What follows belongs to an exercise in optimizing a design on an open flow for small area; a production flow would make more cautious choices.
In this exercise RTL edits were held to simulation tests only and were not proved equivalent to the original.
Power figures rest on the tool's default switching activity, not on a simulated workload.

==> v33 <==
// game_core
module game_core (
    input  logic        clk,
    input  logic        reset,
    input  logic [7:0]  keycode0,
    input  logic [7:0]  keycode1,
    output logic [9:0]  char_x,
    output logic [9:0]  char_y,
    output logic        ts_collide,
    output logic        bs_collide,
    output logic        left_collide,
    output logic        right_collide,
    output logic        bottom_collide,
    output logic [3:0]  char_state,
    output logic [3:0]  screen,
    output logic [10:0] background_number,
    output logic [3:0]  screen_state
);
Settings: LEC_CHECK=0, CAP_MARGIN=20, CORE_MARGIN=2, CORE_UTILIZATION=40, SLEW_MARGIN=20; clock period 12.0 ns.
run.sh (not shown) runs the stock make flow with config.mk's settings and CLKGATE_MAP_FILE= SYNTH_SCRIPT=/design/flow/synth_recipe.tcl, a recipe that flattens the netlist after the stock synthesis.
==> inputs of v39, as changes to v33 <==
==> flow/flow/run.sh (new file) <==
#!/bin/bash
# Own layout flow: the standard synthesis, then the combinational logic
# re-mapped for area by yosys/ABC (every flip-flop instance kept exactly as the
# standard synthesis made it), then the standard layout steps.
set -euo pipefail
W=$(pwd)
R=$W/orfs/results/${FLOW_PLATFORM}/game_core/base
LIB=$FLOW_HOME/platforms/${FLOW_PLATFORM}/lib/sky130_fd_sc_hd__tt_025C_1v80.lib
YOSYS=$(command -v yosys || true)
[[ -n "$YOSYS" ]] || YOSYS=$FLOW_HOME/../tools/install/yosys/bin/yosys

# 1. standard synthesis
bash standard.sh synth > "$W/flow_synth.log" 2>&1
cp "$R/1_2_yosys.v" "$W/std_1_2_yosys.v"

# 2. re-map the combinational logic for area
IN="$W/std_1_2_yosys.v" OUT="$W/remap.v" LIB="$LIB" TOP="$FLOW_TOP" \
  ABC_SCRIPT="$W/flow/remap.abc" "$YOSYS" -c "$W/flow/remap.tcl" > "$W/flow_remap.log" 2>&1

# 3. the rest of the standard layout, from the re-mapped netlist
cp "$W/remap.v" "$R/1_2_yosys.v"
rm -f "$R/1_synth.odb" "$R/1_synth.sdc"
bash standard.sh finish > "$W/flow_layout.log" 2>&1
==> flow/flow/remap.abc (new file) <==
strash
&get -n
&deepsyn -T 30
&put
dch -f
amap
topo
==> flow/flow/remap.tcl (new file) <==
# remap.tcl: re-map the combinational logic of a mapped netlist for area,
# keeping every flip-flop instance (name, cell type, connections) as it is.
# env: LIB, IN, OUT, ABC_SCRIPT
yosys read_liberty -ignore_miss_func $::env(LIB)
yosys blackbox {sky130_fd_sc_hd__*df*} {sky130_fd_sc_hd__*dl*} {sky130_fd_sc_hd__*sdf*}
yosys read_verilog $::env(IN)
yosys hierarchy -top $::env(TOP)
yosys flatten
yosys rename -hide {w:_*}
yosys hierarchy -top $::env(TOP)
yosys opt_clean -purge
yosys abc -liberty $::env(LIB) -dont_use {*probe*} -dont_use {*lpflow*} -script $::env(ABC_SCRIPT)
yosys opt_clean -purge
yosys hilomap -hicell sky130_fd_sc_hd__conb_1 HI -locell sky130_fd_sc_hd__conb_1 LO
yosys opt_clean -purge
yosys insbuf -buf sky130_fd_sc_hd__buf_1 A X
yosys splitnets
yosys opt_clean -purge
yosys tee -o $::env(OUT).stat stat -liberty $::env(LIB)
yosys write_verilog -noattr -nohex -nodec $::env(OUT)
==> flow/standard.sh (new file) <==
#!/bin/bash
# synth_recipe.tcl (not shown) runs the flow's synth.tcl, then flattens the netlist and writes it again
# the make line also repeats each setting of config.mk as NAME=value (left out here)
make -C /OpenROAD-flow-scripts/flow DESIGN_CONFIG=/design/flow/config.mk WORK_HOME=/design/flow/orfs CLKGATE_MAP_FILE= SYNTH_SCRIPT=/design/flow/synth_recipe.tcl "${@:-finish}"
removed: flow/run.sh
==> notes.md <==
	v39	v33
Post-placement setup slack	4.63 ns	5.87 ns
Power share of the combinational group	41.7%	27.8%
Final RePlAce weighted congestion	1.14	1.11
Comb. pwr	0.219 mW	0.106 mW
Ratio of cells with drive above 1 in the final layout	1.72%	6.48%
Global routing usage on met2	60.7%	59.6%
Biggest power consumer among the groups	combinational logic	registers
Count of plain and timing-repair buffers	69	84
Tmin final	8.02 ns	7.00 ns
Mean instance size in the synthesized netlist	5.56 µm²	6.56 µm²
Max-Slew Margin vs Limit	30.0%	27.1%
Share of power burned in registers	27.7%	37.9%
Leading cell type in the layout, fill and taps excluded	sky130_fd_sc_hd__nor2_1	sky130_fd_sc_hd__nand2_1
Via count of the routed design	8333	9343
Number of cells on the worst reg-to-reg path	23	14
Result of the run	complete, no violations	complete, no violations


==> run a: inputs <==
game_core, a different RTL version from the one above (not shown whole).
export LEC_CHECK = 0
export CAP_MARGIN = 20
export CORE_MARGIN = 2
export CORE_UTILIZATION = 25
export GPL_TIMING_DRIVEN = 0
export SLEW_MARGIN = 20
create_clock -name core_clock -period 12.0 [get_ports {clk}]
standard.sh (not shown) runs the stock make flow with config.mk's settings and CLKGATE_MAP_FILE= SYNTH_SCRIPT=/design/flow/synth_recipe.tcl, a recipe that flattens the netlist after the stock synthesis.
==> flow/flow/run.sh <==
#!/bin/bash
# Own layout flow: the standard synthesis, then the combinational logic
# re-mapped for area by yosys/ABC (every flip-flop instance kept exactly as the
# standard synthesis made it), then the standard layout steps with the
# smallest port buffers and a clock tree without dummy loads.
set -euo pipefail
W=$(pwd)
R=$W/orfs/results/${FLOW_PLATFORM}/game_core/base
LIB=$FLOW_HOME/platforms/${FLOW_PLATFORM}/lib/sky130_fd_sc_hd__tt_025C_1v80.lib
YOSYS=$(command -v yosys || true)
[[ -n "$YOSYS" ]] || YOSYS=$FLOW_HOME/../tools/install/yosys/bin/yosys

# 1. standard synthesis
bash standard.sh synth > "$W/flow_synth.log" 2>&1
cp "$R/1_2_yosys.v" "$W/std_1_2_yosys.v"

# 2. re-map the combinational logic for area: four ABC runs with different
#    seeds, keep the smallest
for s in 1 2 3 4; do
  printf 'strash\ndc2\n&get -n\n&deepsyn -T 60 -S %s\n&put\ndch -f\namap\ntopo\n' "$s" > "$W/remap_$s.abc"
  IN="$W/std_1_2_yosys.v" OUT="$W/remap_$s.v" LIB="$LIB" TOP="$FLOW_TOP" \
    ABC_SCRIPT="$W/remap_$s.abc" "$YOSYS" -c "$W/flow/remap.tcl" > "$W/flow_remap_$s.log" 2>&1 &
done
wait
best=""
best_area=""
for s in 1 2 3 4; do
  a=$(awk '/Chip area/ {print $NF}' "$W/remap_$s.v.stat")
  echo "remap $s: $a" >> "$W/flow_remap.log"
  if [[ -z "$best" ]] || awk -v a="$a" -v b="$best_area" 'BEGIN {exit !(a < b)}'; then
    best=$s
    best_area=$a
  fi
done
echo "kept remap $best ($best_area)" >> "$W/flow_remap.log"

# 3. the rest of the standard layout, from the re-mapped netlist
cp "$W/remap_$best.v" "$R/1_2_yosys.v"
rm -f "$R/1_synth.odb" "$R/1_synth.sdc"
bash standard.sh BUFFER_PORTS_ARGS="-buffer_cell sky130_fd_sc_hd__buf_1" \
  CTS_ARGS="-sink_clustering_enable -sink_clustering_size 40 -sink_clustering_max_diameter 300 -repair_clock_nets -buf_list sky130_fd_sc_hd__clkbuf_8 -dont_use_dummy_load" \
  finish > "$W/flow_layout.log" 2>&1
==> flow/flow/remap.tcl <==
# remap.tcl: re-map the combinational logic of a mapped netlist for area,
# keeping every flip-flop instance (name, cell type, connections) as it is.
# env: LIB, IN, OUT, ABC_SCRIPT
yosys read_liberty -ignore_miss_func $::env(LIB)
yosys blackbox {sky130_fd_sc_hd__*df*} {sky130_fd_sc_hd__*dl*} {sky130_fd_sc_hd__*sdf*}
yosys read_verilog $::env(IN)
yosys hierarchy -top $::env(TOP)
yosys flatten
yosys rename -hide {w:_*}
yosys hierarchy -top $::env(TOP)
yosys opt_clean -purge
yosys abc -liberty $::env(LIB) -dont_use {*probe*} -dont_use {*lpflow*} -script $::env(ABC_SCRIPT)
yosys opt_clean -purge
yosys hilomap -hicell sky130_fd_sc_hd__conb_1 HI -locell sky130_fd_sc_hd__conb_1 LO
yosys opt_clean -purge
yosys insbuf -buf sky130_fd_sc_hd__buf_1 A X
yosys splitnets
yosys opt_clean -purge
yosys tee -o $::env(OUT).stat stat -liberty $::env(LIB)
yosys write_verilog -noattr -nohex -nodec $::env(OUT)
==> run b (differences from run a) <==
==> flow/flow/run.sh (replaced) <==
#!/bin/bash
# Own layout flow: the standard synthesis, then the combinational logic
# re-mapped for area by yosys/ABC (every flip-flop instance kept exactly as the
# standard synthesis made it), then the standard layout steps with the
# smallest port buffers and a clock tree without dummy loads.
set -euo pipefail
W=$(pwd)
R=$W/orfs/results/${FLOW_PLATFORM}/game_core/base
LIB=$FLOW_HOME/platforms/${FLOW_PLATFORM}/lib/sky130_fd_sc_hd__tt_025C_1v80.lib
YOSYS=$(command -v yosys || true)
[[ -n "$YOSYS" ]] || YOSYS=$FLOW_HOME/../tools/install/yosys/bin/yosys

# 1. standard synthesis
bash standard.sh synth > "$W/flow_synth.log" 2>&1
cp "$R/1_2_yosys.v" "$W/std_1_2_yosys.v"

# 2. re-map the combinational logic for area: eight ABC runs (different
#    seeds, with and without dc2 first), four at a time; keep the smallest
remap() {
  IN="$W/std_1_2_yosys.v" OUT="$W/remap_$1.v" LIB="$LIB" TOP="$FLOW_TOP" \
    ABC_SCRIPT="$W/remap_$1.abc" "$YOSYS" -c "$W/flow/remap.tcl" > "$W/flow_remap_$1.log" 2>&1
}
for s in 1 2 3 4 5 6 7 8; do
  if (( s % 2 )); then pre='dc2\n'; else pre=''; fi
  printf "strash\n${pre}&get -n\n&deepsyn -T 60 -S %s\n&put\ndch -f\namap\ntopo\n" "$s" > "$W/remap_$s.abc"
done
for s in 1 2 3 4; do remap $s & done
wait
for s in 5 6 7 8; do remap $s & done
wait
best=""
best_area=""
for s in 1 2 3 4 5 6 7 8; do
  a=$(awk '/Chip area/ {print $NF}' "$W/remap_$s.v.stat")
  echo "remap $s: $a" >> "$W/flow_remap.log"
  if [[ -z "$best" ]] || awk -v a="$a" -v b="$best_area" 'BEGIN {exit !(a < b)}'; then
    best=$s
    best_area=$a
  fi
done
echo "kept remap $best ($best_area)" >> "$W/flow_remap.log"

# 3. the rest of the standard layout, from the re-mapped netlist
cp "$W/remap_$best.v" "$R/1_2_yosys.v"
rm -f "$R/1_synth.odb" "$R/1_synth.sdc"
bash standard.sh BUFFER_PORTS_ARGS="-buffer_cell sky130_fd_sc_hd__buf_1" \
  CTS_ARGS="-repair_clock_nets -buf_list sky130_fd_sc_hd__clkbuf_8 -dont_use_dummy_load" \
  finish > "$W/flow_layout.log" 2>&1
==> run c (differences from run a) <==
--- a/flow/design.v
+++ b/flow/design.v
@@ -76,21 +76,21 @@
     end
     always_ff @(posedge clk) begin
         if (reset)
             state <= A;
         else
             state <= next_state;
     end
     logic cls_clr, cls_e, cls_jump, cls_arc, cls_fall;
-    assign cls_clr  = (state[3:2] == 2'b00) || (state[3:2] == 2'b11 && state[1:0] != 2'b00);
+    assign cls_clr  = (state[3:2] == 2'b00);
     assign cls_e    = (state == E);
     assign cls_jump = (state == F) || (state == H) || (state == J);
     assign cls_arc  = (state == G) || (state == I) || (state == K);
-    assign cls_fall = (state == M) || (state == N);
+    assign cls_fall = state[3] & (state[2] | (state[1] & state[0]));
     assign to_jump = (next_state == F) || (next_state == H) || (next_state == J);
     assign to_arc  = (next_state == G) || (next_state == I) || (next_state == K);
     logic       inc_en, dec_en, p;
     logic [6:0] cnt_next;
     always_comb begin
         logic c;
         inc_en = (cls_e    & ~(cnt[6] & cnt[1] & cnt[0]))
                | (cls_arc  & ~(&cnt))
--- a/flow/flow/run.sh
+++ b/flow/flow/run.sh
@@ -9,27 +9,33 @@
 LIB=$FLOW_HOME/platforms/${FLOW_PLATFORM}/lib/sky130_fd_sc_hd__tt_025C_1v80.lib
 YOSYS=$(command -v yosys || true)
 [[ -n "$YOSYS" ]] || YOSYS=$FLOW_HOME/../tools/install/yosys/bin/yosys
 
 # 1. standard synthesis
 bash standard.sh synth > "$W/flow_synth.log" 2>&1
 cp "$R/1_2_yosys.v" "$W/std_1_2_yosys.v"
 
-# 2. re-map the combinational logic for area: four ABC runs with different
-#    seeds, keep the smallest
-for s in 1 2 3 4; do
-  printf 'strash\ndc2\n&get -n\n&deepsyn -T 60 -S %s\n&put\ndch -f\namap\ntopo\n' "$s" > "$W/remap_$s.abc"
-  IN="$W/std_1_2_yosys.v" OUT="$W/remap_$s.v" LIB="$LIB" TOP="$FLOW_TOP" \
-    ABC_SCRIPT="$W/remap_$s.abc" "$YOSYS" -c "$W/flow/remap.tcl" > "$W/flow_remap_$s.log" 2>&1 &
+# 2. re-map the combinational logic for area: eight ABC runs (different
+#    seeds, with and without dc2 first), four at a time; keep the smallest
+remap() {
+  IN="$W/std_1_2_yosys.v" OUT="$W/remap_$1.v" LIB="$LIB" TOP="$FLOW_TOP" \
+    ABC_SCRIPT="$W/remap_$1.abc" "$YOSYS" -c "$W/flow/remap.tcl" > "$W/flow_remap_$1.log" 2>&1
+}
+for s in 1 2 3 4 5 6 7 8; do
+  if (( s % 2 )); then pre='dc2\n'; else pre=''; fi
+  printf "strash\n${pre}&get -n\n&deepsyn -T 60 -S %s\n&put\ndch -f\namap\ntopo\n" "$s" > "$W/remap_$s.abc"
 done
+for s in 1 2 3 4; do remap $s & done
+wait
+for s in 5 6 7 8; do remap $s & done
 wait
 best=""
 best_area=""
-for s in 1 2 3 4; do
+for s in 1 2 3 4 5 6 7 8; do
   a=$(awk '/Chip area/ {print $NF}' "$W/remap_$s.v.stat")
   echo "remap $s: $a" >> "$W/flow_remap.log"
   if [[ -z "$best" ]] || awk -v a="$a" -v b="$best_area" 'BEGIN {exit !(a < b)}'; then
     best=$s
     best_area=$a
   fi
 done
 echo "kept remap $best ($best_area)" >> "$W/flow_remap.log"
==> implementation parameters <==
Parameter                              Value

Outcome
  Status    complete, no violations

Cells and area
  Clock Network Area Fraction    1.21%
  Number of buffers other than clock buffers in the final layout    60
  Flip-flop and latch area    741 µm²

Power
  Power in the clock group    0.0827 mW
  Post-layout total power    0.352 mW

Worst setup path
  Stages on worst setup path    9
The numbers above come from run c.

==> implementation parameters <==
Parameter                              Value

Outcome
  Status    complete, no violations

Power
  Post-layout total power    0.987 mW
  Power in the clock group    0.0954 mW

Cells and area
  Flip-flop and latch area    742 µm²
  Number of buffers other than clock buffers in the final layout    60
The numbers above come from run b.

==> implementation parameters <==
Parameter                              Value

Outcome
  Status    complete, no violations

Cells and area
  Flip-flop and latch area    741 µm²
  Number of buffers other than clock buffers in the final layout    61
  Clock Network Area Fraction    1.21%

Power
  Power in the clock group    0.0817 mW
The numbers above come from run a.

==> afterwards: timing with drivers on the ports <==
Ports are ideal in the flow. The routed layouts listed here were re-timed in OpenROAD.
Step 1, drivers: a clkbuf_16 drives clk and a buf_2 each remaining input, both assumed.
Step 2 also shifts input and output timing later by t, the mid clock arrival at the registers, as if the neighbouring blocks saw the same clock.
Three values: no drivers, after step 1, after step 2; two values: the first two.
run	t (ns)	setup slack, ns	worst setup path at the end	clock arrival spread, ns	cell pins on the clock port's net
v33	0.326	5.001 / 4.961 / 5.286	register to output	0.007 / 0.007	1
v39	0.337	3.981 / 3.941 / 4.278	register to output	0.007 / 0.006	1
run a	0.328	4.000 / 3.966 / 4.294	register to output	0.016 / 0.016	1
run b	0.362	3.657 / 3.620 / 3.983	register to output	0.014 / 0.015	1
run c	0.341	3.937 / 3.902 / 4.243	register to output	0.019 / 0.019	1
After both steps setup and hold are still met in every run listed.
